What follows belongs to an exercise in optimizing a design on an open flow for small area and a short achievable clock period; a production flow would make more cautious choices. The RTL was checked by simulation tests, not by an equivalence proof against the original design. Power is estimated from default activity; no workload was simulated.

==> design.v <==
module System_Top #(parameter WIDTH = 8, ADDR = 4 , ALU_FUN_WD = 4) (
input    wire                CONTROL_EN,
input    wire                CLKDIV_EN,
input    wire                CLK,
input    wire                RST,
input    wire                WrEn,
input    wire                RdEn,
input    wire   [ADDR-1:0]   Address,
input    wire   [WIDTH-1:0]  WrData,
output   reg    [WIDTH-1:0]  RdData,
output   reg                 SYS_OUT,
output   reg                 SYS_VLD
);
reg [7:0] regArr [0:15];
integer I;
always @(posedge CLK or negedge RST)
 begin
  if (!RST)
   begin
    for (I = 0; I < 16; I = I + 1)
      regArr[I] <= 8'd0;
   end
  else if (WrEn && !RdEn)
    regArr[Address] <= WrData;
 end
always @(posedge CLK)
 begin
  if (RST && RdEn && !WrEn)
    RdData <= regArr[Address];
 end
wire [7:0] A     = regArr[0];
wire [7:0] B     = regArr[1];
wire [15:0] CFG  = {regArr[3], regArr[2]};
wire       PAR_EN  = regArr[4][0];
wire       PAR_TYP = regArr[4][1];
wire [7:0] RATIO = regArr[5];
reg  [6:0] dv_count;
reg        div_clk;
reg        odd_tog;
wire       is_odd   = RATIO[0];
wire [6:0] half     = RATIO[7:1];
wire [6:0] half_m1  = half - 7'd1;
wire       ratio_ok = |RATIO[7:1];
wire       dv_en    = CLKDIV_EN & ratio_ok;
wire       flip     = is_odd ? (odd_tog ? (dv_count == half_m1) : (dv_count == half))
                             : (dv_count == half_m1);
always @(posedge CLK or negedge RST)
 begin
  if (!RST)
   begin
    dv_count <= 7'd0;
    div_clk  <= 1'b0;
    odd_tog  <= 1'b1;
   end
  else if (dv_en)
   begin
    if (flip)
     begin
      dv_count <= 7'd0;
      div_clk  <= ~div_clk;
      if (is_odd)
        odd_tog <= ~odd_tog;
     end
    else
      dv_count <= dv_count + 7'd1;
   end
 end
wire tick = ~dv_en | (flip & ~div_clk);
localparam [1:0] C_IDLE = 2'd0, C_CHK = 2'd1, C_WH = 2'd3, C_WL = 2'd2;
reg  [1:0] cphase;
reg  [3:0] op;
wire       alu_en = (cphase == C_CHK) & CFG[op];
reg  [1:0] cphase_nx;
reg        op_inc;
always @(*)
 begin
  cphase_nx = cphase;
  op_inc    = 1'b0;
  case (cphase)
   C_IDLE: if (CONTROL_EN) cphase_nx = C_CHK;
   C_CHK:  if (CFG[op]) cphase_nx = C_WH;
           else begin
             op_inc = 1'b1;
             if (op == 4'd15) cphase_nx = C_IDLE;
           end
   C_WH:   if (SYS_VLD) cphase_nx = C_WL;
   C_WL:   if (!SYS_VLD) begin
             op_inc = 1'b1;
             cphase_nx = (op == 4'd15) ? C_IDLE : C_CHK;
           end
  endcase
 end
always @(posedge CLK or negedge RST)
 begin
  if (!RST)
   begin
    cphase <= C_IDLE;
    op     <= 4'd0;
   end
  else
   begin
    cphase[0] <= cphase_nx[0];
    cphase[1] <= cphase_nx[1];
    if (op_inc)
      op <= op + 4'd1;
   end
 end
reg  [7:0] res;
wire       is_mul = (op == 4'd2);
wire       is_div = (op == 4'd3);
wire       is_sub = ~is_mul & (op != 4'd0);
wire [7:0] add_x  = is_mul ? ({B[6:0], 1'b0} & {8{A[7]}}) : A;
wire [7:0] add_y  = is_mul ? (B & {8{A[6]}}) : (B ^ {8{is_sub}});
wire [8:0] sum    = {1'b0, add_x} + {1'b0, add_y} + {8'd0, is_sub};
wire       a_lt   = ~sum[8];
wire       a_eq   = (A == B);
wire       q7 = ({7'd0, A[7]} >= B);
wire [0:0] r7 = q7 ? (A[7] - B[0]) : A[7];
wire [1:0] t6 = {r7, A[6]};
wire       q6 = ({6'd0, t6} >= B);
wire [1:0] r6 = q6 ? (t6 - B[1:0]) : t6;
always @(*)
 begin
  case (op)
   4'd0:  res = sum[7:0];
   4'd1:  res = sum[7:0];
   4'd2:  res = {A[5:0], 2'b00};
   4'd3:  res = {A[5:0], q7, q6};
   4'd4:  res = A & B;
   4'd5:  res = A | B;
   4'd6:  res = ~(A & B);
   4'd7:  res = ~(A | B);
   4'd8:  res = A ^ B;
   4'd9:  res = ~(A ^ B);
   4'd10: res = {7'd0, a_eq};
   4'd11: res = {7'd0, ~a_lt & ~a_eq};
   4'd12: res = {6'd0, a_lt, a_lt};
   4'd13: res = {1'b0, A[7:1]};
   4'd14: res = {A[6:0], 1'b0};
   default: res = 8'd0;
  endcase
 end
reg  [2:0] useq;
reg  [7:0] Q;       
reg  [7:0] R;       
reg  [7:0] Bc;      
wire       u_div  = useq[2];
wire       u_run  = (useq[1:0] != 2'd0);
wire       u_last = (useq[1:0] == 2'd1);
wire [7:0] ta  = {R[6:0], u_div & Q[7]};
wire [8:0] sa  = {1'b0, ta} + {1'b0, Bc} + {8'd0, u_div};
wire       qa  = u_div ? sa[8] : Q[7];
wire [7:0] ra  = qa ? sa[7:0] : ta;
wire [7:0] tb  = {ra[6:0], u_div & Q[6]};
wire [8:0] sb  = {1'b0, tb} + {1'b0, Bc} + {8'd0, u_div};
wire       qb  = u_div ? sb[8] : Q[6];
wire [7:0] rb  = qb ? sb[7:0] : tb;
wire [7:0] fin = u_div ? {Q[5:0], qa, qb} : rb;    
reg  [3:0] ust;
wire       in_data = ust[3];
always @(posedge CLK or negedge RST)
 begin
  if (!RST)
   begin
    useq    <= 3'd0;
    ust     <= 4'd0;
    SYS_VLD <= 1'b0;
    SYS_OUT <= 1'b0;
   end
  else
   begin
    if (alu_en)
      useq <= {is_div, (is_mul | is_div) ? 2'd3 : 2'd0};
    else if (u_run)
      useq <= {u_div, useq[1:0] - 2'd1};
    if (tick)
     begin
      SYS_VLD <= (ust != 4'd0) && (ust != 4'd4);
      case (ust)
       4'd0:    SYS_OUT <= 1'b1;
       4'd4:    SYS_OUT <= 1'b1;
       4'd1:    SYS_OUT <= 1'b0;
       4'd3:    SYS_OUT <= 1'b1;
       default: SYS_OUT <= (u_run & u_last) ? fin[0] : Q[0];
      endcase
     end
    if (alu_en)
      ust <= 4'd4;
    else if (tick)
     begin
      case (ust)
       4'd0:    ust <= 4'd0;
       4'd4:    ust <= 4'd1;
       4'd1:    ust <= 4'd8;
       4'd2:    ust <= 4'd3;
       4'd3:    ust <= 4'd0;
       4'd15:   ust <= PAR_EN ? 4'd2 : 4'd3;
       default: ust <= ust + 4'd1;
      endcase
     end
   end
 end
always @(posedge CLK)
 begin
  if (alu_en)
   begin
    Q  <= res;
    R  <= is_mul ? sum[7:0] : {6'd0, r6};
    Bc <= B ^ {8{is_div}};
   end
  else if (u_run && !u_last)
   begin
    Q <= {Q[5:0], qa, qb};
    R <= rb;
   end
  else if (u_run)              
    Q <= (tick && in_data) ? {fin[7] ^ fin[0], fin[7:1]} : fin;
  else if (tick && in_data)
   begin
    if (ust == 4'd15)
      Q[0] <= Q[7] ^ PAR_TYP;
    else
      Q <= {Q[7] ^ Q[0], Q[7:1]};
   end
 end
endmodule
==> flow/run.sh <==
#!/bin/bash
# The standard ORFS layout (standard.sh) with these changes:
#  - synthesis maps with abc using flow/abc_area.script (area-oriented standard-cell
#    mapping) in place of ORFS's abc_area.script; ORFS's scripts are copied to
#    scripts_mod/ and only that file is replaced;
#  - ADDER_MAP_FILE is empty, so synthesis skips the adder-extraction step and abc maps
#    the arithmetic too;
#  - SETUP_SLACK_MARGIN makes timing repair aim for extra setup slack.
# Registers, their names and cell types are those of the standard synthesis.
# Each make run logs to its own file here; ORFS keeps every tool's log under orfs/logs.
set -euo pipefail
rm -rf scripts_mod
cp -r "$FLOW_HOME/scripts" scripts_mod
cp flow/abc_area.script scripts_mod/abc_area.script
KNOBS="SCRIPTS_DIR=$PWD/scripts_mod ADDER_MAP_FILE= SETUP_SLACK_MARGIN=7.6"
bash standard.sh $KNOBS synth > make_synth.log 2>&1
bash standard.sh $KNOBS finish > make_finish.log 2>&1
==> flow/abc_area.script <==
strash
dch
map -B 0.9
topo
==> standard.sh <==
#!/bin/bash
# synth_recipe.tcl (not shown) runs the flow's synth.tcl, then flattens the netlist and writes it again
# the make line also repeats each setting of config.mk as NAME=value (left out here)
make -C /OpenROAD-flow-scripts/flow DESIGN_CONFIG=/design/flow/config.mk WORK_HOME=/design/flow/orfs CLKGATE_MAP_FILE= SYNTH_SCRIPT=/design/flow/synth_recipe.tcl "${@:-finish}"
==> config.mk <==
export PLATFORM = sky130hd
export DESIGN_NAME = System_Top
export DESIGN_NICKNAME = System_Top
export VERILOG_FILES = /design/flow/design.v
export SDC_FILE = /design/flow/constraint.sdc
export NUM_CORES = 4
export LEC_CHECK = 0
export ABC_AREA = 1
export CAP_MARGIN = 20
export CORE_MARGIN = 2
export CORE_UTILIZATION = 60
export SLEW_MARGIN = 20
==> constraint.sdc <==
create_clock -name core_clock -period 11.0 [get_ports {CLK}]
set_input_delay 2.2000 -clock core_clock [delete_from_list [all_inputs] [get_ports {CLK}]]
set_output_delay 2.2000 -clock core_clock [all_outputs]
set_load 0.01 [all_outputs]
==> summary.txt, run 1 <==
EDFF count, synth: 31
CP top delay family: flip-flops
fillers: 1,344
worst setup path endpoint: RdData[5]
Crit Path Max Fanout: 1
Tmin final: 3.38 ns
Leak: 0.00558 µW
Die Area: 18,800 µm²
max layer used: met4
GRT Overall Usage: 35.1%
max frequency: 0.295 GHz
final max-slew violation count: 0
Post-Synthesis Cell Area: 10,600 µm²
Worst Path Arrival: 1.18 ns
synthesis-to-finish area growth: 20.2%
Die Height: 137 µm
Synth Net Count: 1,481
first-pass GRT wire length: 50,200 µm
WL per Instance: 18.3 µm
most frequent cells in the layout: nand2_1, o21ai_0, dfrtp_1
Layout Nets: 1,578
CORE AREA: 17,300 µm²
Slew HR: 34.6%
Post-route DRC: 0
CTS tree: done
vias in the first global route: 9,633
Yosys warning count: 2
Crit path depth: 1
Die Wd: 137 µm
placer's final routability congestion estimate: 0.998
r2r setup slk: 7.70 ns
CTS sink cnt: 183
final period utilization: 30.8%
final setup vio count: 0
kind of critical path: register to primary output
Iteration-0 DRC Markers: 1,305
Netlist cell types: 34
Mapped Avg Cell Area: 7.25 µm²
min-delay src: div_clk
Critical Path Source: RdData[5]
IO Port Bufs: 27
unrepaired setup endpoints after global routing: yes
Worst-Margin Slew: 0.977 ns
reg2reg start: Bc[1]
maxcap violations: 0
post-route ant nets: 0
final worst slack: 7.62 ns
largest net degree at the start of global routing: 88
post-synthesis sequential area ratio: 44.7%
P per Cell Area: 284 nW/µm²
DR pass1 iterations: 6
Worst Clk Skew: 0.0125 ns
Final Hold Vio Count: 0
final wirelength: 32,800 µm
CTS Root Cell: clkbuf_16
CTS Buffer Depth: 2
startpoint class of the critical path: register
DR vias: 11,000
initial antenna violation count: 0
io pins: 28
Hold Worst Slack: 0.476 ns
Initial Utilization: 61.3%
CP required: 8.80 ns
# rows: 48
number of buffers and inverters on the critical path: 1
worst-path cell chain: dlygate4sd2_1
clk slew on worst S/H paths: 0.08 ns
most common cell after layout, fill and taps aside: nand2_1
Async SR Flop Fraction: 83.1%
Synth Instances: 1,463
Post-synth top flop: dfrtp_1
CTS buffer count: 17
HP Class: register to register
crit path max-delay cell type: edfxtp_1
worst skew pair latency: 0.44 ns
#FFs+latches synth: 183
met3 WL: 2880 µm
Worst R2R Path Depth: 26
Reg2Reg Capture Point: Q[7]
share of post-route cells with drive strength above 1: 14.9%
final global-route overflow total: 0
wl on met1: 13,800 µm
HPWL after DPL: 22,200 µm
vias per inst: 6.10
status: complete, no violations
crit end category: primary output
pre-CTS WS: 6.55 ns
H-tree levels: 4
setup tns final: 0 ns
Worst VDD drop: 0.000254 V
antenna cell count: 0
Largest stage delay, worst path: 0.44 ns
Met2 Wirelength: 15,200 µm
## cells by family (layout without fill, tap and decap cells)
kind of cell | after synthesis | in the layout | share of synthesized area (%)
buf+inv | 157 | 263 | 5.56
flops | 183 | 183 | 44.7
xor+xnor | 34 | 34 | 2.81
simple gates | 782 | 786 | 30.1
compound gates | 307 | 307 | 16.9
## layout make-up
class                   count  area (µm²)  share of cell area, %
multi-input cells        1127        5880                   46.1
flip-flops and latches    183        4740                   37.2
inverters                 157         632                   4.96
repair buffers             74         616                   4.83
clock buffers              20         468                   3.67
well taps                 225         282                   2.21
clock inverters            12         133                   1.04
## report_power, final
group,internal (µW),leakage [µW],total (µW),switching (µW)
clock network,340,0.000296,620,280
logic,667,0.00305,1910,1240
registers,913,0.00224,1100,183
total,1920,0.00558,3630,1710
## per-layer routing
layer	global-route usage, %	vias to the layer above
met4	11.9	0
met2	55.4	641
met5	0	-
li1	-	5157
met1	48.9	5071
met3	6.52	97
## sequential cells by signal (all words and copies together), names as in the netlist, 2 cells and up
register and count:
Bc 8, Q 8, R 7, RdData 8, cphase 2, dv_count 7
op 4, regArr 128, useq 3, ust 4
## metrics by stage
step           instance area (µm²)  utilization, %  total power [µW]  cells
2_1_floorplan                10700               -              2280   1463
4_1_cts                      12200            70.8              3390   1771
3_3_place_gp                 11200            65.0              2690   1717
6_report                     12800            73.7              3630   1798
5_1_grt                      12800            73.7              3880   1798
3_5_place_dp                 11200            65.0              2710   1717
## cell usage after synthesis, drive strengths merged (4+ instances only)
master   number  area share [%]
clkinv      157             5.6
o2111ai       9            0.74
nor2        137             4.8
a21oi        29             1.4
o221ai        8            0.66
xnor2         8            0.66
a2111oi       4            0.33
nor3          4            0.19
o31ai         5            0.35
nand3b        6            0.42
nand3       100             4.7
a31oi         5            0.29
a221oi       10            0.83
dfrtp       151              36
a211oi        9            0.64
o211ai        8            0.57
xor2         26             2.1
edfxtp       31             8.8
a21boi        4            0.28
nand4        29             1.7
a22oi         7            0.50
or2           6            0.35
nor4          4            0.24
o21ai       190             9.0
nand2       495              18
o22ai        10            0.59
## what timing repair did
item	in CTS	in global routing
cloned	1	3
resized for setup	97	109
setup endpoints to repair	180	205
hold buffers	0	0
pin swaps	14	21
setup buffers	21	24
## how the worst min path moves through the flow
| stage | slack [ns] | endpoint | depth (start not counted) |
|---|---|---|---|
| 6_report | 0.48 | div_clk | 1 |
| 5_1_grt | 0.50 | div_clk | 1 |
| 4_1_cts | 0.48 | div_clk | 1 |
| 3_5_place_dp | 0.47 | div_clk | 1 |
| 3_3_place_gp | 0.46 | div_clk | 1 |
| 2_1_floorplan | 0.45 | div_clk | 1 |
==> inputs of run 2 (changes only) <==
--- a/design.v
+++ b/design.v
@@ -205,14 +205,10 @@
   if (alu_en)
    begin
     Q  <= res;
-    R  <= is_mul ? sum[7:0] : {6'd0, r6};
     Bc <= B ^ {8{is_div}};
    end
   else if (u_run && !u_last)
-   begin
     Q <= {Q[5:0], qa, qb};
-    R <= rb;
-   end
   else if (u_run)              
     Q <= (tick && in_data) ? {fin[7] ^ fin[0], fin[7:1]} : fin;
   else if (tick && in_data)
@@ -223,4 +219,6 @@
       Q <= {Q[7] ^ Q[0], Q[7:1]};
    end
  end
+always @(posedge CLK)
+  R <= alu_en ? (is_mul ? sum[7:0] : {6'd0, r6}) : rb;
 endmodule
==> flow/abc_area.script (replaced) <==
strash
dch
map -a -B 0.9
topo
stime -c
buffer -c
upsize -c
dnsize -c
--- a/config.mk
+++ b/config.mk
@@ -9,4 +9,7 @@
 export CAP_MARGIN = 20
 export CORE_MARGIN = 2
 export CORE_UTILIZATION = 60
+export CTS_BUF_LIST = sky130_fd_sc_hd__clkbuf_8
+export CTS_CLUSTER_DIAMETER = 100
+export CTS_CLUSTER_SIZE = 25
 export SLEW_MARGIN = 20
==> summary.txt, run 2 <==
status: complete, no violations
post-route ant nets: 0 (unchanged)
final global-route overflow total: 0 (unchanged)
kind of critical path: register to register
Synth Net Count: 1,346 (-9.1%)
Top reg by flops: regArr
Final Hold Vio Count: 0 (unchanged)
vias per inst: 6.06 (-0.72%)
reg2reg start: Bc[0]
DR vias: 9,852 (-10%)
synthesis-to-finish area growth: 17.4%
Crit Path Max Fanout: 6 (+5)
Reg2Reg Capture Point: Q[5]
most common cell in the netlist: nand2_1
Largest stage delay, worst path: 0.44 ns (about the same)
crit path max-delay cell type: edfxtp_1
final wirelength: 31,100 µm (-5.4%)
cell taking the most area after synthesis: dfrtp_1
Worst Path Arrival: 4.43 ns (+3.25 ns)
Netlist cell types: 61 (+79%)
Worst Clk Skew: 0.0163 ns (+0.00384 ns)
Slew HR: 36.4% (+1.8 points)
setup tns final: 0 ns (unchanged)
most common cell after layout, fill and taps aside: nand2_1
startpoint class of the critical path: register
EDFF count, synth: 24 (-23%)
#FFs+latches synth: 183 (unchanged)
share of post-route cells with drive strength above 1: 16.9% (+2.0 points)
Initial Utilization: 61.8% (+0.43 points)
Post-Synthesis Cell Area: 10,300 µm² (-2.8%)
CTS tree: done
CTS sink cnt: 183 (unchanged)
HPWL after DPL: 21,000 µm (-5.1%)
DR pass1 iterations: 8 (+2)
placer's final routability congestion estimate: 1.03 (+2.9%)
r2r setup slk: 6.82 ns (-0.88 ns)
CORE AREA: 16,700 µm² (-3.4%)
Post-route DRC: 0 (unchanged)
WL per Instance: 19.1 µm (+4.6%)
CP top delay family: compound AO/OA/AOI/OAI gates
first-pass GRT wire length: 47,900 µm (-4.5%)
antenna cell count: 0 (unchanged)
GRT Overall Usage: 34.1% (-0.99 points)
Post-CTS Hold Buffers: 0 (unchanged)
clk slew on worst S/H paths: 0.10 ns (+0.02 ns)
Worst-Margin Slew: 0.930 ns (-0.0470 ns)
vias in the first global route: 9,113 (-5.4%)
IO Port Bufs: 27 (unchanged)
initial antenna violation count: 0 (unchanged)
CTS buffer count: 17 (unchanged)
# rows: 47 (-2.1%)
maxcap violations: 0 (unchanged)
number of flip-flops in the largest register: 128 (unchanged)
Die Height: 135 µm (-1.3%)
io pins: 28 (unchanged)
most frequent cells in the layout: nand2_1, o21ai_0, dfrtp_1
adder-cell share of the synthesized area: 0.243% (+0.24 points)
Die Area: 18,300 µm² (-2.7%)
Yosys warning count: 2 (unchanged)
H-tree levels: 4 (unchanged)
Iteration-0 DRC Markers: 1,074 (-18%)
Tmin final: 4.18 ns (+0.791 ns)
Die Wd: 135 µm (-1.3%)
post-synthesis mux area share: 0% (unchanged)
Critical Path Source: Bc[0]
Worst VDD drop: 0.000346 V (+36%)
number of buffers and inverters on the critical path: 5 (+4)
max frequency: 0.239 GHz (-19%)
worst setup path endpoint: Q[5]
compound-cell area share of the yosys netlist: 22.3% (+5.4 points)
crit end category: register
Design Area, Final: 12,100 µm² (-5.1%)
main combinational cell family by area after synthesis: compound AO/OA/AOI/OAI gates
post-synthesis xor/xnor area fraction: 3.30% (+0.49 points)
CTS Buffer Depth: 2 (unchanged)
top post-synthesis cells by count: nand2_1, o21ai_0, nor2_1, dfrtp_1, inv_1
final period utilization: 38.0% (+7.2 points)
P per Cell Area: 287 nW/µm² (+0.86%)
final setup vio count: 0 (unchanged)
CP required: 11.25 ns (+2.45 ns)
Leak: 0.00544 µW (-2.5%)
post-synthesis sequential area ratio: 45.2% (+0.59 points)
Most Frequent Cell on Critical Path: nand2_1
Mapped Avg Cell Area: 7.77 µm² (+7.1%)
simple-gate share of the synthesized area: 21.9% (-8.1 points)
Post-synth top flop: dfrtp_1
CTS Root Cell: clkbuf_8
worst skew pair latency: 0.49 ns (+0.05 ns)
Worst R2R Path Depth: 30 (+15%)
largest net degree at the start of global routing: 80 (-9.1%)
Synth Instances: 1,328 (-9.2%)
final max-slew violation count: 0 (unchanged)
top cells by area, synth: dfrtp_1, nand2_1, o21ai_0
Crit path depth: 30 (+29)
DP Area: 10,800 µm² (-3.7%)
HP Class: register to register
Async SR Flop Fraction: 83.1% (unchanged)
Layout Nets: 1,412 (-11%)
unrepaired setup endpoints after global routing: yes
area share of the largest cell type after synthesis: 36.6% (+1.0 points)
[run 2: cell types whose count changed after synthesis, sizes merged, moves of 21 or more]
| cell | before | now |
|---|---|---|
| a21oi | 29 | 50 |
| a22oi | 7 | 30 |
| clkbuf | 0 | 32 |
| clkinv | 157 | 3 |
| inv | 0 | 145 |
| nand2 | 495 | 303 |
| nand3 | 100 | 32 |
| nor2 | 137 | 176 |
[run 2: worst min-delay path by stage]
stage          startpoint  endpoint  cells after the start
4_1_cts           div_clk   div_clk                      1
6_report          div_clk   div_clk                      1
3_5_place_dp      div_clk   div_clk                      1
5_1_grt           div_clk   div_clk                      1
2_1_floorplan     div_clk   div_clk                      1
3_3_place_gp      div_clk   div_clk                      1
[run 2: layer usage]
metal | part of all wire, % | GRT usage [%]
met5 | 0 | 0
met4 | 3.9 | 14.5
met1 | 39 | 44.6
met2 | 49 | 56.0
met3 | 8.2 | 6.31
[run 2: layout make-up]
class,count,area [µm²]
sequential,183,4670
timing repair inverter,1,6.26
inverter,148,588
clock inverter,15,191
multi-input combinational,962,5450
fill,1359,4600
timing repair buffer,81,688
tap,220,275
clock buffer,17,234
[run 2: stage by stage]
step	hold slack, ns	power [µW]	std cells	util (%)	worst slack, ns
floorplan	0.442	2240	1328	-	7.36
global placement	0.459	2630	1541	64.8	6.39
detailed placement	0.461	2650	1541	64.8	6.38
CTS	0.480	3200	1599	69.7	7.01
global route	0.494	3690	1627	72.5	6.67
finish	0.474	3470	1627	72.5	6.82
[run 2: kinds of logic after synthesis]
kind of cell / count (synthesis)
buf+inv: 184
simple gates: 554
flops: 183
fa+ha+maj: 2
xor+xnor: 38
compound gates: 367
[run 2: report_power, final]
part	switching [µW]	leakage, µW	internal, µW
sequential	165	0.00224	892
clock	276	0.000210	211
combinational	1210	0.00299	722
total	1650	0.00544	1830
[run 2: repair_timing]
action                                 in CTS  in global routing
endpoints found under the hold margin       0                  0
setup buffers                              26                 26
setup endpoints to repair                 164                235
pin swaps                                  16                 45
gates cloned                                0                  2
resized for setup                          82                 73
==> inputs of run 3 (changes only) <==
==> flow/abc_area.script (replaced) <==
strash
dc2
dch
map -B 0.9
topo
stime -c
buffer -c
upsize -c
dnsize -c
==> summary.txt, run 3 <==
placer's final routability congestion estimate: 0.972 (-5.4%)
Netlist cell types: 56 (-8.2%)
Synth Net Count: 1,395 (+3.6%)
P per Cell Area: 286 nW/µm² (-0.11%)
Reg2Reg Capture Point: Q[4]
Yosys warning count: 2 (unchanged)
P_int: 1850 µW (+1.5%)
GRT Overall Usage: 36.5% (+2.4 points)
CTS buffer count: 17 (unchanged)
Die Height: 136 µm (+0.84%)
share of post-route cells with drive strength above 1: 19.9% (+3.0 points)
CORE AREA: 17,200 µm² (+2.8%)
CTS Buffer Depth: 2 (unchanged)
pre-CTS WS: 6.22 ns (-0.156 ns)
IO Port Bufs: 27 (unchanged)
crit path max-delay cell type: edfxtp_1
Iteration-0 DRC Markers: 940 (-12%)
final setup vio count: 0 (unchanged)
reg2reg start: Bc[1]
antenna cell count: 0 (unchanged)
final worst slack: 7.08 ns (+0.260 ns)
vias in the first global route: 9,370 (+2.8%)
Crit Path Max Fanout: 7 (+1)
final period utilization: 35.6% (-2.4 points)
HPWL after DPL: 23,100 µm (+9.7%)
status: complete, no violations
Switch Pwr: 1750 µW (+6.2%)
CTS Root Cell: clkbuf_8
power share of the combinational group: 56.7% (+1.2 points)
Post-route DRC: 0 (unchanged)
most frequent cells in the layout: nand2_1, o21ai_0, dfrtp_1
EDFF count, synth: 24 (unchanged)
Async SR Flop Fraction: 83.1% (unchanged)
WL per Instance: 20.2 µm (+5.6%)
Layout Nets: 1,472 (+4.2%)
Worst-Margin Slew: 0.806 ns (-0.124 ns)
clk slew on worst S/H paths: 0.11 ns (about the same)
Final Hold Vio Count: 0 (unchanged)
synthesis-to-finish area growth: 19.8%
Min-Delay Endpoint: regArr[15][6]
startpoint class of the critical path: register
DR vias: 10,300 (+4.2%)
r2r setup slk: 7.08 ns (+0.26 ns)
final wirelength: 34,100 µm (+9.8%)
Mapped Avg Cell Area: 7.62 µm² (-1.9%)
top post-synthesis cells by count: nand2_1, o21ai_0, dfrtp_1, inv_1, nor2_1
post-synthesis sequential area ratio: 44.5% (-0.77 points)
CTS sink cnt: 183 (unchanged)
CP required: 11.23 ns (-0.02 ns)
Largest stage delay, worst path: 0.46 ns (+0.02 ns)
post-route ant nets: 0 (unchanged)
Flop pwr share: 30.1% (-0.4 points)
number of flip-flops in the largest register: 128 (unchanged)
Post-synth top flop: dfrtp_1
Die Area: 18,600 µm² (+1.7%)
clock share of power: 13.2% (-0.8 points)
Leak: 0.00585 µW (+7.7%)
sw frac: 48.6% (+1.1 points)
Tmin final: 3.92 ns (-0.260 ns)
kind of critical path: register to register
vias per inst: 6.07 (+0.17%)
Worst R2R Path Depth: 35 (+17%)
final max-slew violation count: 0 (unchanged)
Die Wd: 136 µm (+0.84%)
setup tns final: 0 ns (unchanged)
crit end category: register
initial antenna violation count: 0 (unchanged)
cell taking the most area after synthesis: dfrtp_1
max frequency: 0.255 GHz (+6.6%)
Synth Instances: 1,377 (+3.7%)
HP Class: register to register
first-pass GRT wire length: 51,000 µm (+6.5%)
largest net degree at the start of global routing: 80 (unchanged)
Post-Synthesis Cell Area: 10,500 µm² (+1.7%)
Worst VDD drop: 0.000341 V (-1.3%)
area share of the largest cell type after synthesis: 36.0% (-0.62 points)
# rows: 48 (+2.1%)
maxcap violations: 0 (unchanged)
top cells by area, synth: dfrtp_1, nand2_1, o21ai_0
Top reg by flops: regArr
Slew HR: 46.2% (+9.8 points)
hold path depth: 2 (+1)
min-delay src: regArr[15][6]
Util after Layout: 73.2% (+0.70 points)
unrepaired setup endpoints after global routing: yes
CTS tree: done
DR pass1 iterations: 8 (unchanged)
most common cell in the netlist: nand2_1
io pins: 28 (unchanged)
Worst Clk Skew: 0.0121 ns (-0.00420 ns)
Initial Utilization: 61.1% (-0.67 points)
H-tree levels: 4 (unchanged)
final global-route overflow total: 0 (unchanged)
#FFs+latches synth: 183 (unchanged)
Worst Path Arrival: 4.14 ns (-0.29 ns)
worst skew pair latency: 0.48 ns (about the same)
Most Frequent Cell on Critical Path: nand2_2
most common cell after layout, fill and taps aside: nand2_1
run 3: cells by family (layout without fill, tap and decap cells):
logic type / after synthesis / in the layout / share of synthesized area, %
AO/OA/AOI/OAI: 330 / 330 / 18.8
XOR/XNOR: 39 / 39 / 3.26
adder cells (fa/ha/maj): 1 / 1 / 0.0954
buffers and inverters: 193 / 282 / 7.14
flip-flops: 183 / 183 / 44.5
AND/OR/NAND/NOR: 631 / 632 / 26.2
run 3: critical path: cells and delay by family (launching register included):
kind | cells | cell delay [ns]
AND/OR/NAND/NOR | 24 | 1.88
buffers and inverters | 9 | 0.99
AO/OA/AOI/OAI | 1 | 0.09
XOR/XNOR | 1 | 0.21
flip-flops | 1 | 0.46
run 3: worst max-delay path by stage:
stage	cells past startpoint	from	slack, ns	endpoint
after detailed placement	10	Address[3]	6.22	RdData[6]
after global routing	34	Bc[1]	6.78	Q[0]
after CTS	39	Bc[1]	7.25	Q[4]
final	35	Bc[1]	7.08	Q[4]
after global placement	10	Address[3]	6.17	RdData[6]
after floorplan	9	Address[3]	7.47	RdData[6]
run 3: cell type report:
type | instances | area [µm²]
clock inverter | 15 | 188
multi-input combinational | 1002 | 5720
fill | 1304 | 4610
tap | 225 | 282
timing repair buffer | 97 | 848
sequential | 183 | 4670
clock buffer | 17 | 234
inverter | 153 | 632
run 3: power groups by stage:
| stage | clock [µW] | sequential [µW] | combinational [µW] |
|---|---|---|---|
| 5_1_grt | 502 | 1100 | 2220 |
| 3_3_place_gp | 0 | 1080 | 1550 |
| 3_5_place_dp | 0 | 1080 | 1590 |
| 6_report | 477 | 1080 | 2040 |
| 4_1_cts | 478 | 1070 | 1820 |
| 2_1_floorplan | 0 | 1000 | 1260 |
run 3: timing repair:
| action | CTS | global route |
|---|---|---|
| setup endpoints to repair | 170 | 74 |
| gates resized for setup | 102 | 94 |
| setup buffers | 42 | 24 |
| pin swaps | 38 | 43 |
| hold buffers | 0 | 0 |
| cloned | 1 | 0 |
run 3: per-stage QoR:
step / hold WS (ns) / area, µm² / instances / power [µW]
global route: 0.521 / 12600 / 1692 / 3830
CTS: 0.497 / 12000 / 1668 / 3370
floorplan: 0.446 / 10600 / 1377 / 2270
global placement: 0.468 / 11000 / 1593 / 2640
finish: 0.498 / 12600 / 1692 / 3600
detailed placement: 0.473 / 11000 / 1593 / 2680
run 3: per-layer routing:
layer / wire length, µm / vias up / GRT usage [%] / share of wire, %
met1: 13300 / 4880 / 44.8 / 39
met4: 2130 / 0 / 20.0 / 6.2
met3: 1880 / 149 / 5.67 / 5.5
li1: - / 4775 / - / -
met5: 0 / - / 0 / 0
met2: 16800 / 459 / 61.9 / 49
==> inputs of run 4 (changes only) <==
--- a/design.v
+++ b/design.v
@@ -205,10 +205,14 @@
   if (alu_en)
    begin
     Q  <= res;
+    R  <= is_mul ? sum[7:0] : {6'd0, r6};
     Bc <= B ^ {8{is_div}};
    end
   else if (u_run && !u_last)
+   begin
     Q <= {Q[5:0], qa, qb};
+    R <= rb;
+   end
   else if (u_run)              
     Q <= (tick && in_data) ? {fin[7] ^ fin[0], fin[7:1]} : fin;
   else if (tick && in_data)
@@ -219,6 +223,4 @@
       Q <= {Q[7] ^ Q[0], Q[7:1]};
    end
  end
-always @(posedge CLK)
-  R <= alu_en ? (is_mul ? sum[7:0] : {6'd0, r6}) : rb;
 endmodule
==> run.sh (new file) <==
#!/bin/bash
# synth_recipe.tcl (not shown) runs the flow's synth.tcl, then flattens the netlist and writes it again
# the make line also repeats each setting of config.mk as NAME=value (left out here)
make -C /OpenROAD-flow-scripts/flow DESIGN_CONFIG=/design/flow/config.mk WORK_HOME=/design/flow/orfs CLKGATE_MAP_FILE= SYNTH_SCRIPT=/design/flow/synth_recipe.tcl finish
--- a/config.mk
+++ b/config.mk
@@ -9,7 +9,5 @@
 export CAP_MARGIN = 20
 export CORE_MARGIN = 2
 export CORE_UTILIZATION = 60
-export CTS_BUF_LIST = sky130_fd_sc_hd__clkbuf_8
-export CTS_CLUSTER_DIAMETER = 100
-export CTS_CLUSTER_SIZE = 25
+export SETUP_SLACK_MARGIN = 5
 export SLEW_MARGIN = 20
removed: flow/run.sh
removed: flow/abc_area.script
removed: standard.sh
==> summary.txt, run 4 <==
vias in the first global route: 9,552 (+1.9%)
sw frac: 48.9% (+0.35 points)
placer's final routability congestion estimate: 1.01 (+4.2%)
Most Frequent Cell on Critical Path: nand2_1
top cells by area, synth: dfrtp_1, nand2_1, edfxtp_1
Worst Path Arrival: 4.96 ns (+0.82 ns)
crit path max-delay cell type: dfrtp_1
Slew HR: 37.6% (-8.6 points)
HP Class: register to register
# rows: 50 (+4.2%)
Die Area: 20,300 µm² (+9.1%)
final global-route overflow total: 0 (unchanged)
Top reg by flops: regArr
Async SR Flop Fraction: 83.1% (unchanged)
status: complete, no violations
most frequent cells in the layout: nand2_1, o21ai_0, inv_1
P per Cell Area: 303 nW/µm² (+5.8%)
CTS sink cnt: 183 (unchanged)
Worst VDD drop: 0.000213 V (-38%)
HPWL after DPL: 23,400 µm (+1.6%)
final wirelength: 32,300 µm (-5.2%)
Final Hold Vio Count: 0 (unchanged)
Post-CTS Hold Buffers: 0 (unchanged)
Post-synth top flop: dfrtp_1
CTS tree: done
vias per inst: 5.89 (-2.9%)
first-pass GRT wire length: 51,800 µm (+1.5%)
post-synthesis sequential area ratio: 41.2% (-3.2 points)
initial antenna violation count: 0 (unchanged)
crit end category: register
Synth Net Count: 1,578 (+13%)
final period utilization: 43.5% (+7.9 points)
kind of critical path: register to register
Die Wd: 142 µm (+4.5%)
largest net degree at the start of global routing: 65 (-19%)
Largest stage delay, worst path: 0.56 ns (+0.10 ns)
CTS Buffer Depth: 2 (unchanged)
Yosys warning count: 2 (unchanged)
Crit path depth: 26 (-26%)
DP Area: 11,900 µm² (+8.0%)
area share of the largest cell type after synthesis: 32.9% (-3.1 points)
clk slew on worst S/H paths: 0.08 ns (-0.03 ns)
Tmin final: 4.78 ns (+0.868 ns)
antenna cell count: 0 (unchanged)
CTS Root Cell: clkbuf_16
fin cells: 1,757 (+3.8%)
fillers: 1,616 (+24%)
Worst R2R Path Depth: 26 (-26%)
Synth Instances: 1,498 (+8.8%)
top post-synthesis cells by count: nand2_1, o21ai_0, inv_1, dfrtp_1, nor2_1
Placed Cells: 1,725 (+8.3%)
CP required: 11.17 ns (-0.06 ns)
Worst-Margin Slew: 0.912 ns (+0.106 ns)
Switch Pwr: 1860 µW (+6.4%)
IO Port Bufs: 27 (unchanged)
synthesis-to-finish area growth: 9.28%
unrepaired setup endpoints after global routing: no
final setup vio count: 0 (unchanged)
worst skew pair latency: 0.46 ns (-0.02 ns)
CP top delay family: simple AND/OR/NAND/NOR gates
Iteration-0 DRC Markers: 1,079 (+15%)
most common cell in the netlist: nand2_1
Post-route DRC: 0 (unchanged)
EDFF count, synth: 31 (+29%)
power share of the combinational group: 53.9% (-2.8 points)
CORE AREA: 18,800 µm² (+9.3%)
DR vias: 10,300 (+0.80%)
clock share of power: 17.5% (+4.3 points)
Post-Synthesis Cell Area: 11,500 µm² (+9.4%)
setup tns final: 0 ns (unchanged)
Initial Utilization: 61.2% (+0.093 points)
CTS buffer count: 17 (unchanged)
maxcap violations: 0 (unchanged)
Mapped Avg Cell Area: 7.67 µm² (+0.59%)
GRT Overall Usage: 33.0% (-3.5 points)
final max-slew violation count: 0 (unchanged)
Design Area, Final: 12,500 µm² (-0.16%)
Worst Clk Skew: 0.0150 ns (+0.00290 ns)
setup bufs post-CTS: 0 (-100%)
max frequency: 0.209 GHz (-18%)
Netlist cell types: 58 (+3.6%)
io pins: 28 (unchanged)
hold path depth: 1 (-1)
number of flip-flops in the largest register: 128 (unchanged)
Crit Path Max Fanout: 15 (+8)
startpoint class of the critical path: register
most common cell after layout, fill and taps aside: nand2_1
WL per Instance: 18.4 µm (-8.7%)
post-route ant nets: 0 (unchanged)
P_int: 1940 µW (+4.9%)
cell taking the most area after synthesis: dfrtp_1
Layout Nets: 1,590 (+8.0%)
#FFs+latches synth: 183 (unchanged)
Design Power: 3800 µW (+5.6%)
Flop pwr share: 28.7% (-1.4 points)
number of buffers and inverters on the critical path: 3 (-6)
share of post-route cells with drive strength above 1: 5.45% (-14 points)
H-tree levels: 4 (unchanged)
Die Height: 142 µm (+4.5%)
post-CTS resize count: 0 (-100%)
DR pass1 iterations: 6 (-2)
Leak: 0.00595 µW (+1.6%)
-- run 4: changes by cell type after synthesis, moves of 15 or more --
cell / change
nand4_1: +17
ha_1: +55
nor2_1: -15
a221oi_1: -18
nand2_2: -23
nand2_1: +93
-- run 4: final cells by class --
| class | count | area (µm²) | share of cell area [%] |
|---|---|---|---|
| Multi-Input combinational cell | 1110 | 5950 | 47.4 |
| Sequential cell | 183 | 4740 | 37.7 |
| Inverter | 168 | 631 | 5.03 |
| Clock buffer | 17 | 425 | 3.39 |
| Timing Repair Buffer | 30 | 294 | 2.34 |
| Tap cell | 234 | 293 | 2.33 |
| Clock inverter | 15 | 224 | 1.78 |
-- run 4: worst paths after layout --
check	from	slack, ns	end
worst max-delay path	useq[2]	6.22	Q[4]
worst min-delay path	div_clk	0.48	div_clk
worst max register to register	useq[2]	6.22	Q[4]
worst min register to register	div_clk	0.48	div_clk
max in group asynchronous	RST	8.21	regArr[6][1]
min in group asynchronous	RST	1.64	regArr[14][1]
-- run 4: metrics by stage --
step / hold slack [ns] / setup WS, ns / util [%]
after global placement: 0.461 / 6.29 / 63.4
after global routing: 0.500 / 5.70 / 66.9
final: 0.478 / 6.22 / 66.9
after floorplan: 0.447 / 7.00 / -
after detailed placement: 0.466 / 6.27 / 63.4
after CTS: 0.482 / 6.24 / 66.9
-- run 4: power groups by stage --
stage	Sequential, µW	Clock [µW]	Combinational [µW]
after floorplan	1030	0	1520
after global routing	1110	691	2310
final	1090	665	2050
after detailed placement	1090	0	2000
after global placement	1090	0	1990
after CTS	1080	669	2020
-- run 4: cells by family after synthesis --
family | Yosys count | share of synthesized area [%]
AO/OA/AOI/OAI | 312 | 15.7
flip-flops | 183 | 41.2
adder cells (fa/ha/maj) | 62 | 7.21
buffers and inverters | 205 | 6.97
multiplexers | 2 | 0.185
XOR/XNOR | 40 | 3.12
AND/OR/NAND/NOR | 694 | 25.5
-- run 4: routing by layer --
layer	vias up	track usage, %	wire length [µm]
li1	5001	-	-
met1	4916	49.9	15200
met2	376	49.9	14300
met3	52	4.88	2190
met4	0	8.86	620
met5	-	0	0
==> inputs of run 5 (changes only) <==
==> flow/run.sh (new file) <==
#!/bin/bash
# The standard ORFS layout (standard.sh), run with these make settings on top of
# config.mk: ADDER_MAP_FILE= SETUP_SLACK_MARGIN=7.6
# ADDER_MAP_FILE empty skips synthesis's adder-extraction step, so abc maps the arithmetic;
# SETUP_SLACK_MARGIN makes timing repair aim for extra setup slack. Each make run logs to its
# own file here; ORFS keeps every tool's log under orfs/logs.
set -euo pipefail
KNOBS="ADDER_MAP_FILE= SETUP_SLACK_MARGIN=7.6"
bash standard.sh $KNOBS synth > make_synth.log 2>&1
bash standard.sh $KNOBS finish > make_finish.log 2>&1
==> standard.sh (new file) <==
#!/bin/bash
# synth_recipe.tcl (not shown) runs the flow's synth.tcl, then flattens the netlist and writes it again
# the make line also repeats each setting of config.mk as NAME=value (left out here)
make -C /OpenROAD-flow-scripts/flow DESIGN_CONFIG=/design/flow/config.mk WORK_HOME=/design/flow/orfs CLKGATE_MAP_FILE= SYNTH_SCRIPT=/design/flow/synth_recipe.tcl "${@:-finish}"
--- a/config.mk
+++ b/config.mk
@@ -9,5 +9,5 @@
 export CAP_MARGIN = 20
 export CORE_MARGIN = 2
 export CORE_UTILIZATION = 60
-export SETUP_SLACK_MARGIN = 5
+export CTS_BUF_LIST = sky130_fd_sc_hd__clkbuf_8
 export SLEW_MARGIN = 20
removed: run.sh
==> summary.txt, run 5 <==
status: complete, no violations
Iteration-0 DRC Markers: 1,372 (+27%)
startpoint class of the critical path: input port
CTS Root Cell: clkbuf_8
CTS Buffer Depth: 2 (unchanged)
Synth Instances: 1,509 (+0.73%)
most common cell after layout, fill and taps aside: nand2_1
share of post-route cells with drive strength above 1: 12.3% (+6.8 points)
fillers: 1,548 (-4.2%)
Leak: 0.00570 µW (-4.2%)
most frequent cells in the layout: nand2_1, o21ai_0, dfrtp_1
max frequency: 0.292 GHz (+40%)
Post-CTS Hold Buffers: 0 (unchanged)
initial antenna violation count: 1 (+1)
Tmin final: 3.42 ns (-1.36 ns)
placer's final routability congestion estimate: 0.992 (-2.1%)
synthesis-to-finish area growth: 11.0%
Worst Clk Skew: 0.0177 ns (+0.00271 ns)
area occupied by multi-input gates: 5750 µm² (-3.3%)
Synth Net Count: 1,527 (-3.2%)
largest net degree at the start of global routing: 63 (-3.1%)
DR vias: 10,600 (+2.3%)
# rows: 49 (-2.0%)
most common cell in the netlist: nand2_1
GRT Overall Usage: 33.6% (+0.66 points)
HP Class: register to register
Top reg by flops: regArr
post-synthesis xor/xnor area fraction: 2.70% (-0.41 points)
clk slew on worst S/H paths: 0.11 ns (+0.03 ns)
H-tree levels: 4 (unchanged)
final wirelength: 32,400 µm (about the same)
Die Area: 19,400 µm² (-4.0%)
Post-synth top flop: dfrtp_1
Netlist cell types: 50 (-14%)
compound-cell area share of the yosys netlist: 16.4% (+0.70 points)
Die Wd: 139 µm (-2.0%)
Worst Path Arrival: 3.65 ns (-1.31 ns)
Initial Utilization: 61.3% (+0.11 points)
antenna cell count: 0 (unchanged)
kind of critical path: input port to register
unrepaired setup endpoints after global routing: yes
area share of the largest cell type after synthesis: 34.3% (+1.4 points)
vias in the first global route: 9,522 (-0.31%)
cell taking the most area after synthesis: dfrtp_1
first-pass GRT wire length: 51,500 µm (-0.60%)
post-route ant nets: 0 (unchanged)
top cells by area, synth: dfrtp_1, nand2_1, o21ai_0
DR pass1 iterations: 9 (+3)
P per Cell Area: 278 nW/µm² (-8.2%)
WL per Instance: 18.2 µm (-1.1%)
final max-slew violation count: 0 (unchanged)
Yosys warning count: 2 (unchanged)
Async SR Flop Fraction: 83.1% (unchanged)
final setup vio count: 0 (unchanged)
CORE AREA: 18,000 µm² (-4.3%)
Final Hold Vio Count: 0 (unchanged)
maxcap violations: 0 (unchanged)
post-synthesis sequential area ratio: 43.0% (+1.8 points)
vias per inst: 5.96 (+1.2%)
IO Port Bufs: 27 (unchanged)
Slew HR: 32.5% (-5.2 points)
final period utilization: 31.1% (-12 points)
CP required: 11.23 ns (+0.06 ns)
Worst VDD drop: 0.000232 V (+9.1%)
Util after Layout: 68.1% (+1.2 points)
final global-route overflow total: 0 (unchanged)
Post-route DRC: 0 (unchanged)
crit end category: register
worst skew pair latency: 0.48 ns (+0.02 ns)
HPWL after DPL: 23,400 µm (about the same)
adder-cell share of the synthesized area: 0% (-7.2 points)
main combinational cell family by area after synthesis: simple AND/OR/NAND/NOR gates
Post-Synthesis Cell Area: 11,000 µm² (-4.1%)
top post-synthesis cells by count: nand2_1, o21ai_0, dfrtp_1, inv_1, nor2_1
flip-flop and latch area: 4740 µm² (+0.13%)
io pins: 28 (unchanged)
post-synthesis mux area share: 0% (-0.19 points)
setup tns final: 0 ns (unchanged)
Layout Nets: 1,553 (-2.3%)
CTS sink cnt: 183 (unchanged)
Mapped Avg Cell Area: 7.30 µm² (-4.8%)
CTS buffer count: 17 (unchanged)
CTS tree: done
Worst-Margin Slew: 1.01 ns (+0.0974 ns)
Crit Path Max Fanout: 9 (-6)
EDFF count, synth: 31 (unchanged)
#FFs+latches synth: 183 (unchanged)
Die Height: 139 µm (-2.0%)
simple-gate share of the synthesized area: 30.6% (+5.1 points)
number of flip-flops in the largest register: 128 (unchanged)
==> run 5: cell types whose count changed after synthesis, moves of 12 or more <==
cell     change
ha_1        -55
nand3_1     +42
nand2_2     +14
nor2_1      +36
a21oi_1     -12
==> run 5: path summary, 6_finish.rpt <==
path	end	startpoint	slack [ns]	depth (start not counted)
max	RdData[2]	Address[0]	7.58	9
min	div_clk	div_clk	0.48	1
max reg2reg	Q[7]	Bc[5]	7.76	24
min reg2reg	div_clk	div_clk	0.48	1
max in group asynchronous	useq[2]	RST	8.17	2
min in group asynchronous	dv_count[3]	RST	1.59	1
==> run 5: critical path: stages <==
cell and delay [ns]:
dlygate4sd2_1 0.26, inv_1 0.08, nor2_1 0.05, inv_1 0.23, nor2_2 0.17, a221oi_2 0.29, nand4_1 0.14, nor4_2 0.15
a21oi_1 0.07
==> run 5: what timing repair did <==
item,in CTS,in global routing
hold endpoints to repair,0,0
cloned,1,0
setup buffers,8,14
setup endpoints to repair,182,72
pin swaps,4,3
gates resized for setup,71,44
==> run 5: cell type report <==
class	count	area share [%]
Timing Repair inverter	1	0.0409
Inverter	157	4.92
Tap cell	229	2.34
Multi-Input combinational cell	1123	47.0
Clock buffer	17	1.91
Clock inverter	15	1.45
Sequential cell	183	38.8
Timing Repair Buffer	52	3.51
==> run 5: power by group <==
group          internal (µW)  total, µW  switching (µW)
Clock                    175        461             285
Combinational            634       1840            1210
Sequential               912       1100             187
==> run 5: metrics by stage <==
step	total power, µW	cells	hold slack (ns)	worst slack (ns)	area (µm²)
floorplan	2400	1509	0.442	7.62	11000
global placement	2780	1722	0.465	6.67	11400
detailed placement	2810	1722	0.459	6.63	11400
CTS	3290	1763	0.482	7.60	12000
global route	3670	1777	0.511	7.52	12200
finish	3400	1777	0.478	7.58	12200
==> run 5: cells by family after synthesis <==
family	count (synthesis)
compound gates	307
buf+inv	203
simple gates	782
flops	183
xor+xnor	34
==> run 5: layer usage <==
layer / global-route usage [%] / wire (µm) / vias up
li1: - / - / 5068
met1: 50.0 / 14300 / 4951
met2: 51.5 / 14600 / 491
met3: 5.54 / 2750 / 74
met4: 8.98 / 681 / 2
met5: 0 / 14 / -
==> inputs of run 6 (changes only) <==
--- a/config.mk
+++ b/config.mk
@@ -9,5 +9,4 @@
 export CAP_MARGIN = 20
 export CORE_MARGIN = 2
 export CORE_UTILIZATION = 60
-export CTS_BUF_LIST = sky130_fd_sc_hd__clkbuf_8
 export SLEW_MARGIN = 20
==> summary.txt, run 6 <==
status: complete, no violations
Slew HR: 35.3% (+2.9 points)
Most Frequent Cell on Critical Path: nand2_1
top cells by area, synth: dfrtp_1, nand2_1, o21ai_0
post-synthesis mux area share: 0% (unchanged)
most common cell after layout, fill and taps aside: nand2_1
synthesis-to-finish area growth: 13.0%
pre-CTS WS: 6.63 ns (unchanged)
vias in the first global route: 9,654 (+1.4%)
H-tree levels: 4 (unchanged)
CTS sink cnt: 183 (unchanged)
Design Area, Final: 12,400 µm² (+1.8%)
Synth Instances: 1,509 (unchanged)
Critical Path Source: WrEn
CTS Root Cell: clkbuf_16
Top reg by flops: regArr
top post-synthesis cells by count: nand2_1, o21ai_0, dfrtp_1, inv_1, nor2_1
antenna cell count: 0 (unchanged)
reg2reg start: Bc[5]
most common cell in the netlist: nand2_1
Worst VDD drop: 0.000228 V (-2.0%)
initial antenna violation count: 1 (unchanged)
startpoint class of the critical path: input port
Worst-Margin Slew: 0.966 ns (-0.0430 ns)
final period utilization: 31.0% (-0.14 points)
Die Area: 19,400 µm² (unchanged)
maxcap violations: 0 (unchanged)
Post-synth top flop: dfrtp_1
Post-route DRC: 0 (unchanged)
main combinational cell family by area after synthesis: simple AND/OR/NAND/NOR gates
Die Height: 139 µm (unchanged)
worst-path cell chain: clkdlybuf4s50_1 -> inv_1 -> nor2_1 -> buf_4 -> nand2_1 -> nand2_1 -> o21ai_0
Yosys warning count: 2 (unchanged)
post-route ant nets: 0 (unchanged)
Hold Worst Slack: 0.473 ns (-0.00416 ns)
Mapped Avg Cell Area: 7.30 µm² (unchanged)
# rows: 49 (unchanged)
Async SR Flop Fraction: 83.1% (unchanged)
crit path max-delay cell type: clkdlybuf4s50_1
area occupied by multi-input gates: 5760 µm² (+0.24%)
first-pass GRT wire length: 52,000 µm (+0.98%)
Leak: 0.00579 µW (+1.6%)
CTS Buffer Depth: 2 (unchanged)
Iteration-0 DRC Markers: 1,305 (-4.9%)
DR vias: 10,600 (+0.34%)
Crit Path Max Fanout: 16 (+7)
Util after Layout: 69.3% (+1.2 points)
CTS buffer count: 17 (unchanged)
#FFs+latches synth: 183 (unchanged)
P per Cell Area: 286 nW/µm² (+2.9%)
final wirelength: 32,600 µm (+0.79%)
GRT Overall Usage: 34.0% (+0.35 points)
Largest stage delay, worst path: 0.48 ns (+0.19 ns)
Post-Synthesis Cell Area: 11,000 µm² (unchanged)
compound-cell area share of the yosys netlist: 16.4% (unchanged)
final max-slew violation count: 0 (unchanged)
EDFF count, synth: 31 (unchanged)
placer's final routability congestion estimate: 0.992 (unchanged)
Layout Nets: 1,554 (+0.064%)
unrepaired setup endpoints after global routing: yes
HPWL after DPL: 23,400 µm (unchanged)
flip-flop and latch area: 4740 µm² (unchanged)
Worst Clk Skew: 0.0155 ns (-0.00227 ns)
cell taking the most area after synthesis: dfrtp_1
max frequency: 0.293 GHz (+0.45%)
DR pass1 iterations: 8 (-1)
vias per inst: 5.97 (+0.28%)
final setup vio count: 0 (unchanged)
HP Class: register to register
share of post-route cells with drive strength above 1: 12.4% (+0.12 points)
Post-CTS Hold Buffers: 0 (unchanged)
worst skew pair latency: 0.44 ns (-0.04 ns)
io pins: 28 (unchanged)
min-delay src: div_clk
Initial Utilization: 61.3% (unchanged)
simple-gate share of the synthesized area: 30.6% (unchanged)
IO Port Bufs: 27 (unchanged)
post-synthesis xor/xnor area fraction: 2.70% (unchanged)
clk slew on worst S/H paths: 0.08 ns (-0.03 ns)
setup tns final: 0 ns (unchanged)
Netlist cell types: 50 (unchanged)
final global-route overflow total: 0 (unchanged)
crit end category: register
Die Wd: 139 µm (unchanged)
Final Hold Vio Count: 0 (unchanged)
CTS tree: done
CORE AREA: 18,000 µm² (unchanged)
fillers: 1,515 (-2.1%)
most frequent cells in the layout: nand2_1, o21ai_0, dfrtp_1
largest net degree at the start of global routing: 63 (unchanged)
number of flip-flops in the largest register: 128 (unchanged)
Synth Net Count: 1,527 (unchanged)
adder-cell share of the synthesized area: 0% (unchanged)
Worst Path Arrival: 3.70 ns (+0.05 ns)
kind of critical path: input port to register
CP required: 11.29 ns (+0.06 ns)
post-synthesis sequential area ratio: 43.0% (unchanged)
DP Area: 11,400 µm² (unchanged)
WL per Instance: 18.3 µm (+0.74%)
area share of the largest cell type after synthesis: 34.3% (unchanged)
Tmin final: 3.41 ns (-0.0152 ns)
final worst slack: 7.59 ns (+0.0152 ns)
[run 6: cell counts after synthesis]
No cell type changed its count.
[run 6: what timing repair did]
action / in CTS / in global routing
pin swaps: 5 / 10
resized for setup: 60 / 61
endpoints found under the setup margin: 185 / 168
gates cloned: 1 / 0
buffers inserted: 8 / 15
[run 6: power by group]
group / switching (µW) / leakage [µW] / total [µW] / internal (µW)
clock: 307 / 0.000296 / 616 / 309
sequential: 186 / 0.00224 / 1100 / 913
combinational: 1210 / 0.00326 / 1850 / 635
[run 6: critical path, delay by kind of cell]
| family | cells | cell delay [ns] |
|---|---|---|
| compound gates | 1 | 0.09 |
| buf+inv | 3 | 0.81 |
| simple gates | 3 | 0.59 |
[run 6: logic make-up (layout without fill, tap and decap cells)]
family,Yosys count,in the layout
AO/OA/AOI/OAI,307,307
AND/OR/NAND/NOR,782,782
XOR/XNOR,34,34
buffers and inverters,203,243
flip-flops,183,183
[run 6: metal layers]
metal	global-route usage, %	vias up	wire (µm)
li1	-	5077	-
met1	49.8	4960	14200
met2	52.7	519	14900
met3	5.75	64	2810
met4	9.46	2	681
met5	0	-	16
[run 6: final cells by class]
cell class                      count  area share, %
Tap cell                          229           2.30
Timing Repair Buffer               53           3.54
Sequential cell                   183           38.1
Multi-Input combinational cell   1123           46.3
Clock buffer                       17           3.42
Inverter                          157           4.84
Timing Repair inverter              1         0.0402
Clock inverter                     15           1.43
[run 6: final timing paths]
kind	to	slack [ns]	cells after the start
min reg2reg	div_clk	0.47	1
max in group asynchronous	useq[2]	8.11	2
min	div_clk	0.47	1
max	regArr[0][1]	7.59	7
max reg2reg	Q[7]	7.75	24
min in group asynchronous	dv_count[3]	1.64	1
[run 6: stage by stage]
| step | std cells | total power, µW |
|---|---|---|
| 5_1_grt | 1778 | 3820 |
| 3_5_place_dp | 1722 | 2810 |
| 6_report | 1778 | 3560 |
| 4_1_cts | 1763 | 3450 |
| 2_1_floorplan | 1509 | 2400 |
| 3_3_place_gp | 1722 | 2780 |
==> inputs of run 7 (changes only) <==
--- a/design.v
+++ b/design.v
@@ -205,14 +205,10 @@
   if (alu_en)
    begin
     Q  <= res;
-    R  <= is_mul ? sum[7:0] : {6'd0, r6};
     Bc <= B ^ {8{is_div}};
    end
   else if (u_run && !u_last)
-   begin
     Q <= {Q[5:0], qa, qb};
-    R <= rb;
-   end
   else if (u_run)              
     Q <= (tick && in_data) ? {fin[7] ^ fin[0], fin[7:1]} : fin;
   else if (tick && in_data)
@@ -223,4 +219,6 @@
       Q <= {Q[7] ^ Q[0], Q[7:1]};
    end
  end
+always @(posedge CLK)
+  R <= alu_en ? (is_mul ? sum[7:0] : {6'd0, r6}) : rb;
 endmodule
==> summary.txt, run 7 <==
status: complete, no violations
Post-Synthesis Cell Area: 10,900 µm² (-0.83%)
HP Class: register to register
Worst Clk Skew: 0.0130 ns (-0.00249 ns)
Worst Path Arrival: 3.69 ns (about the same)
antenna cell count: 0 (unchanged)
post-synthesis xor/xnor area fraction: 2.49% (-0.22 points)
fillers: 1,536 (+1.4%)
crit end category: register
reg2reg start: op[0]
CTS sink cnt: 183 (unchanged)
CTS Buffer Depth: 2 (unchanged)
post-synthesis sequential area ratio: 42.7% (-0.28 points)
final wirelength: 33,800 µm (+3.6%)
Async SR Flop Fraction: 83.1% (unchanged)
final max-slew violation count: 0 (unchanged)
Yosys warning count: 2 (unchanged)
#FFs+latches synth: 183 (unchanged)
Initial Utilization: 61.0% (-0.30 points)
GRT Overall Usage: 35.0% (+1.0 points)
Die Height: 139 µm (-0.40%)
initial antenna violation count: 0 (-1)
HPWL after DPL: 23,700 µm (+0.96%)
Critical Path Source: WrEn
CTS tree: done
most frequent cells in the layout: nand2_1, o21ai_0, dfrtp_1, inv_1, nor2_1
Top reg by flops: regArr
Die Area: 19,300 µm² (-0.80%)
DR vias: 10,800 (+1.7%)
CORE AREA: 17,900 µm² (-0.34%)
min-delay src: regArr[2][4]
H-tree levels: 4 (unchanged)
Tmin final: 3.40 ns (-0.00935 ns)
synthesis-to-finish area growth: 14.7%
io pins: 28 (unchanged)
P per Cell Area: 288 nW/µm² (+0.54%)
most common cell in the netlist: nand2_1
adder-cell share of the synthesized area: 0% (unchanged)
Final Hold Vio Count: 0 (unchanged)
IO Port Bufs: 27 (unchanged)
Netlist cell types: 59 (+18%)
first-pass GRT wire length: 53,500 µm (+2.9%)
main combinational cell family by area after synthesis: simple AND/OR/NAND/NOR gates
Synth Net Count: 1,534 (+0.46%)
startpoint class of the critical path: input port
Mapped Avg Cell Area: 7.20 µm² (-1.3%)
number of flip-flops in the largest register: 128 (unchanged)
largest net degree at the start of global routing: 58 (-7.9%)
DR pass1 iterations: 6 (-2)
CTS Root Cell: clkbuf_16
WL per Instance: 18.7 µm (+2.2%)
final setup vio count: 0 (unchanged)
post-synthesis mux area share: 0% (unchanged)
Hold Worst Slack: 0.491 ns (+0.0172 ns)
EDFF count, synth: 24 (-23%)
Worst-Margin Slew: 0.937 ns (-0.0292 ns)
Die Wd: 139 µm (-0.40%)
Post-route DRC: 0 (unchanged)
top post-synthesis cells by count: nand2_1, o21ai_0, inv_1, dfrtp_1, nor2_1
final global-route overflow total: 0 (unchanged)
Synth Instances: 1,516 (+0.46%)
Layout Nets: 1,578 (+1.5%)
vias per inst: 5.99 (+0.32%)
Leak: 0.00593 µW (+2.4%)
post-route ant nets: 0 (unchanged)
placer's final routability congestion estimate: 1.04 (+5.2%)
kind of critical path: input port to register
cell taking the most area after synthesis: dfrtp_1
Iteration-0 DRC Markers: 1,374 (+5.3%)
vias in the first global route: 9,717 (+0.65%)
compound-cell area share of the yosys netlist: 16.9% (+0.49 points)
Slew HR: 37.3% (+2.0 points)
setup tns final: 0 ns (unchanged)
share of post-route cells with drive strength above 1: 13.0% (+0.64 points)
Worst VDD drop: 0.000280 V (+23%)
Post-synth top flop: dfrtp_1
simple-gate share of the synthesized area: 30.4% (-0.26 points)
CTS buffer count: 17 (unchanged)
Crit Path Max Fanout: 16 (unchanged)
clk slew on worst S/H paths: 0.08 ns (about the same)
maxcap violations: 0 (unchanged)
max frequency: 0.294 GHz (+0.28%)
most common cell after layout, fill and taps aside: nand2_1
CP required: 11.29 ns (about the same)
worst skew pair latency: 0.44 ns (about the same)
area share of the largest cell type after synthesis: 34.6% (+0.29 points)
# rows: 49 (unchanged)
final period utilization: 30.9% (-0.085 points)
unrepaired setup endpoints after global routing: yes
top cells by area, synth: dfrtp_1, nand2_1, o21ai_0
## run 7: changes by cell type after synthesis, sizes merged, moves of 7 or more
cell and delta:
nand2 +14, o22ai +13, nand4 -10, nor2 -10, nor3 +9, dfxtp +7, edfxtp -7, inv +7
o21ai -7, o221ai -7
## run 7: final timing paths
| path | end | slack [ns] | cells after the start |
|---|---|---|---|
| max | regArr[15][1] | 7.60 | 7 |
| max in group asynchronous | regArr[8][1] | 8.22 | 2 |
| min | regArr[2][4] | 0.49 | 2 |
| min reg2reg | regArr[2][4] | 0.49 | 2 |
| min in group asynchronous | regArr[7][5] | 1.66 | 1 |
| max reg2reg | R[1] | 7.75 | 12 |
## run 7: kinds of logic after synthesis
family | count (synthesis)
compound gates | 313
simple gates | 778
xor+xnor | 31
buf+inv | 211
flops | 183
## run 7: worst max-delay path: stages
cell and delay, ns:
clkdlybuf4s50_1 0.48, inv_1 0.04, nor2_1 0.09, buf_4 0.32, nand2_1 0.34, nand2_1 0.13
o21ai_0 0.10
## run 7: layout make-up
type                            count  area (µm²)  share of cell area [%]
Tap cell                          229         287                    2.29
Inverter                          165         623                    4.98
Timing Repair Buffer               71         597                    4.77
Clock inverter                     15         184                    1.47
Sequential cell                   183        4670                    37.3
Multi-Input combinational cell   1122        5740                    45.8
Clock buffer                       17         425                    3.40
## run 7: where the power goes
part | internal, µW | leakage (µW) | total [µW] | switching, µW
Clock | 308 | 0.000292 | 623 | 315
Sequential | 894 | 0.00223 | 1080 | 188
Combinational | 652 | 0.00340 | 1900 | 1250
## run 7: through the flow
step	worst slack, ns	util, %	cell area [µm²]	power, µW	cells
after floorplan	7.60	-	10900	2350	1516
after global placement	6.63	63.2	11300	2760	1729
after detailed placement	6.62	63.2	11300	2800	1729
after CTS	7.61	68.4	12200	3460	1783
after global routing	7.50	70.0	12500	3870	1802
final	7.60	70.0	12500	3600	1802
## run 7: repair_timing
item,CTS,global route
hold buffers,0,0
pin swaps,10,12
setup buffers,22,19
gates resized for setup,77,41
setup endpoints to repair,186,83
## run 7: routing by layer
metal	wire (µm)	vias to the layer above	track usage, %
li1	-	5102	-
met4	687	0	8.98
met2	14400	581	50.4
met1	15400	5052	54.1
met3	3250	65	7.63
met5	0	-	0
==> inputs of run 8 (changes only) <==
--- a/config.mk
+++ b/config.mk
@@ -9,4 +9,6 @@
 export CAP_MARGIN = 20
 export CORE_MARGIN = 2
 export CORE_UTILIZATION = 60
+export CTS_CLUSTER_DIAMETER = 100
+export CTS_CLUSTER_SIZE = 40
 export SLEW_MARGIN = 20
==> summary.txt, run 8 <==
post-synthesis sequential area ratio: 42.7% (unchanged)
first-pass GRT wire length: 53,500 µm (unchanged)
Post-synth top flop: dfrtp_1
CP top delay family: buffers and inverters
flip-flop and latch area: 4670 µm² (unchanged)
GRT Overall Usage: 35.0% (unchanged)
setup tns final: 0 ns (unchanged)
hold path depth: 2 (unchanged)
clock share of power: 17.3% (about the same)
vias in the first global route: 9,717 (unchanged)
# rows: 49 (unchanged)
Final Hold Vio Count: 0 (unchanged)
#FFs+latches synth: 183 (unchanged)
Netlist cell types: 59 (unchanged)
unrepaired setup endpoints after global routing: yes
Post-route DRC: 0 (unchanged)
area share of the largest cell type after synthesis: 34.6% (unchanged)
DR pass1 iterations: 6 (unchanged)
Synth Instances: 1,516 (unchanged)
most frequent cells in the layout: nand2_1, o21ai_0, dfrtp_1, inv_1, nor2_1
Layout Nets: 1,578 (unchanged)
Placed Cells: 1,729 (unchanged)
Design Area, Final: 12,500 µm² (unchanged)
Reg2Reg Capture Point: R[1]
Initial Utilization: 61.0% (unchanged)
status: complete, no violations
area occupied by multi-input gates: 5740 µm² (unchanged)
Worst Path Arrival: 3.69 ns (about the same)
IO Port Bufs: 27 (unchanged)
final setup vio count: 0 (unchanged)
Top reg by flops: regArr
max frequency: 0.294 GHz (unchanged)
final global-route overflow total: 0 (unchanged)
Crit Path Max Fanout: 16 (unchanged)
Post-CTS Hold Buffers: 0 (unchanged)
power share of the combinational group: 52.7% (about the same)
cell taking the most area after synthesis: dfrtp_1
Design Power: 3600 µW (unchanged)
reg2reg start: op[0]
Largest stage delay, worst path: 0.48 ns (about the same)
WL per Instance: 18.7 µm (unchanged)
top post-synthesis cells by count: nand2_1, o21ai_0, inv_1, dfrtp_1, nor2_1
fillers: 1,536 (unchanged)
crit path max-delay cell type: clkdlybuf4s50_1
maxcap violations: 0 (unchanged)
top cells by area, synth: dfrtp_1, nand2_1, o21ai_0
antenna cell count: 0 (unchanged)
Hold Worst Slack: 0.491 ns (unchanged)
Mapped Avg Cell Area: 7.20 µm² (unchanged)
DR vias: 10,800 (unchanged)
Switch Pwr: 1750 µW (unchanged)
Iteration-0 DRC Markers: 1,374 (unchanged)
clk slew on worst S/H paths: 0.08 ns (about the same)
Synth Net Count: 1,534 (unchanged)
Worst VDD drop: 0.000280 V (unchanged)
Tmin final: 3.40 ns (unchanged)
Most Frequent Cell on Critical Path: nand2_1
crit end category: register
synthesis-to-finish area growth: 14.7% (unchanged)
most common cell after layout, fill and taps aside: nand2_1
number of buffers and inverters on the critical path: 3 (unchanged)
placer's final routability congestion estimate: 1.04 (unchanged)
Die Area: 19,300 µm² (unchanged)
CTS sink cnt: 183 (unchanged)
Die Wd: 139 µm (unchanged)
CTS Root Cell: clkbuf_16
H-tree levels: 4 (unchanged)
Worst R2R Path Depth: 12 (unchanged)
share of post-route cells with drive strength above 1: 13.0% (unchanged)
Min-Delay Endpoint: regArr[2][4]
Worst-Margin Slew: 0.937 ns (unchanged)
## run 8: cell counts after synthesis
Identical to the previous run, type by type.
## run 8: worst register-to-register path, stage by stage (launching register included)
cell and delay [ns]:
dfrtp_1 0.44, inv_1 0.16, nor2_1 0.28, inv_1 0.15, o22ai_1 0.14, a21oi_1 0.07, a32o_1 0.27, nor2_1 0.13
nand3_2 0.41, clkinv_2 0.49, o21ai_0 0.16, a21oi_1 0.35, a31o_2 0.17
## run 8: cells by family after synthesis
family / count (synthesis) / synth area share [%]
and+or+nand+nor: 778 / 30.4
AOI/OAI and AO/OA: 313 / 16.9
buffers and inverters: 211 / 7.51
DFF: 183 / 42.7
xor gates and xnor gates: 31 / 2.49
## run 8: timing repair
action                     in CTS  in global routing
buffers inserted               22                 19
pin swaps                      10                 12
setup endpoints to repair     186                 83
resized for setup              77                 41
## run 8: through the flow
step | setup WS, ns | util [%]
floorplan | 7.60 | -
global placement | 6.63 | 63.2
detailed placement | 6.62 | 63.2
CTS | 7.61 | 68.4
global route | 7.50 | 70.0
finish | 7.60 | 70.0
## run 8: layout make-up
class,count,share of cell area (%)
inverter,165,4.98
multi-input combinational,1122,45.8
clock buffer,17,3.40
sequential,183,37.3
clock inverter,15,1.47
timing repair buffer,71,4.77
tap,229,2.29
## run 8: power groups by stage
stage	Sequential [µW]	Clock [µW]	Combinational, µW
2_1_floorplan	1000	0	1340
3_3_place_gp	1100	0	1670
3_5_place_dp	1090	0	1700
4_1_cts	1080	624	1760
5_1_grt	1100	648	2120
6_report	1080	623	1900
## run 8: worst max-delay path by stage
stage / startpoint / end / cells past startpoint
after floorplan: Address[0] / regArr[13][6] / 8
after global placement: Address[0] / regArr[9][3] / 8
after detailed placement: Address[0] / regArr[9][6] / 8
after CTS: Address[0] / RdData[1] / 9
after global routing: op[0] / Q[1] / 22
final: WrEn / regArr[15][1] / 7
## run 8: layer usage
layer / share of wire, % / track usage, % / vias to the layer above
li1: - / - / 5102
met1: 46 / 54.1 / 5052
met2: 43 / 50.4 / 581
met3: 9.6 / 7.63 / 65
met4: 2.0 / 8.98 / 0
met5: 0 / 0 / -

-- afterwards: timing with drivers on the ports --
How much do the figures lean on ideal ports? The routed layouts below were timed once more, with nothing changed but the port constraints. Step 1 sets driving cells, clkbuf_16 on the clock port and buf_2 on the other inputs (assumed; they add their load-dependent delay and slew). Step 2 also shifts input and output timing later by t, the mid clock arrival at the registers, as if the neighbouring blocks saw the same clock. Slacks: ideal ports / drivers / drivers and shift; pairs: ideal ports / drivers.
run | t, ns | setup slack, ns
run 1 | 0.480 | 7.615 / 7.568 / 7.192
run 2 | 0.527 | 6.824 / 6.824 / 6.824
run 3 | 0.518 | 7.084 / 7.084 / 7.057
run 4 | 0.497 | 6.216 / 6.216 / 6.154
run 5 | 0.518 | 7.577 / 7.574 / 7.086
run 6 | 0.485 | 7.592 / 7.571 / 7.132
run 7 | 0.485 | 7.601 / 7.572 / 7.139
run 8 | 0.485 | 7.601 / 7.572 / 7.139
After both steps setup and hold are still met in every run listed.
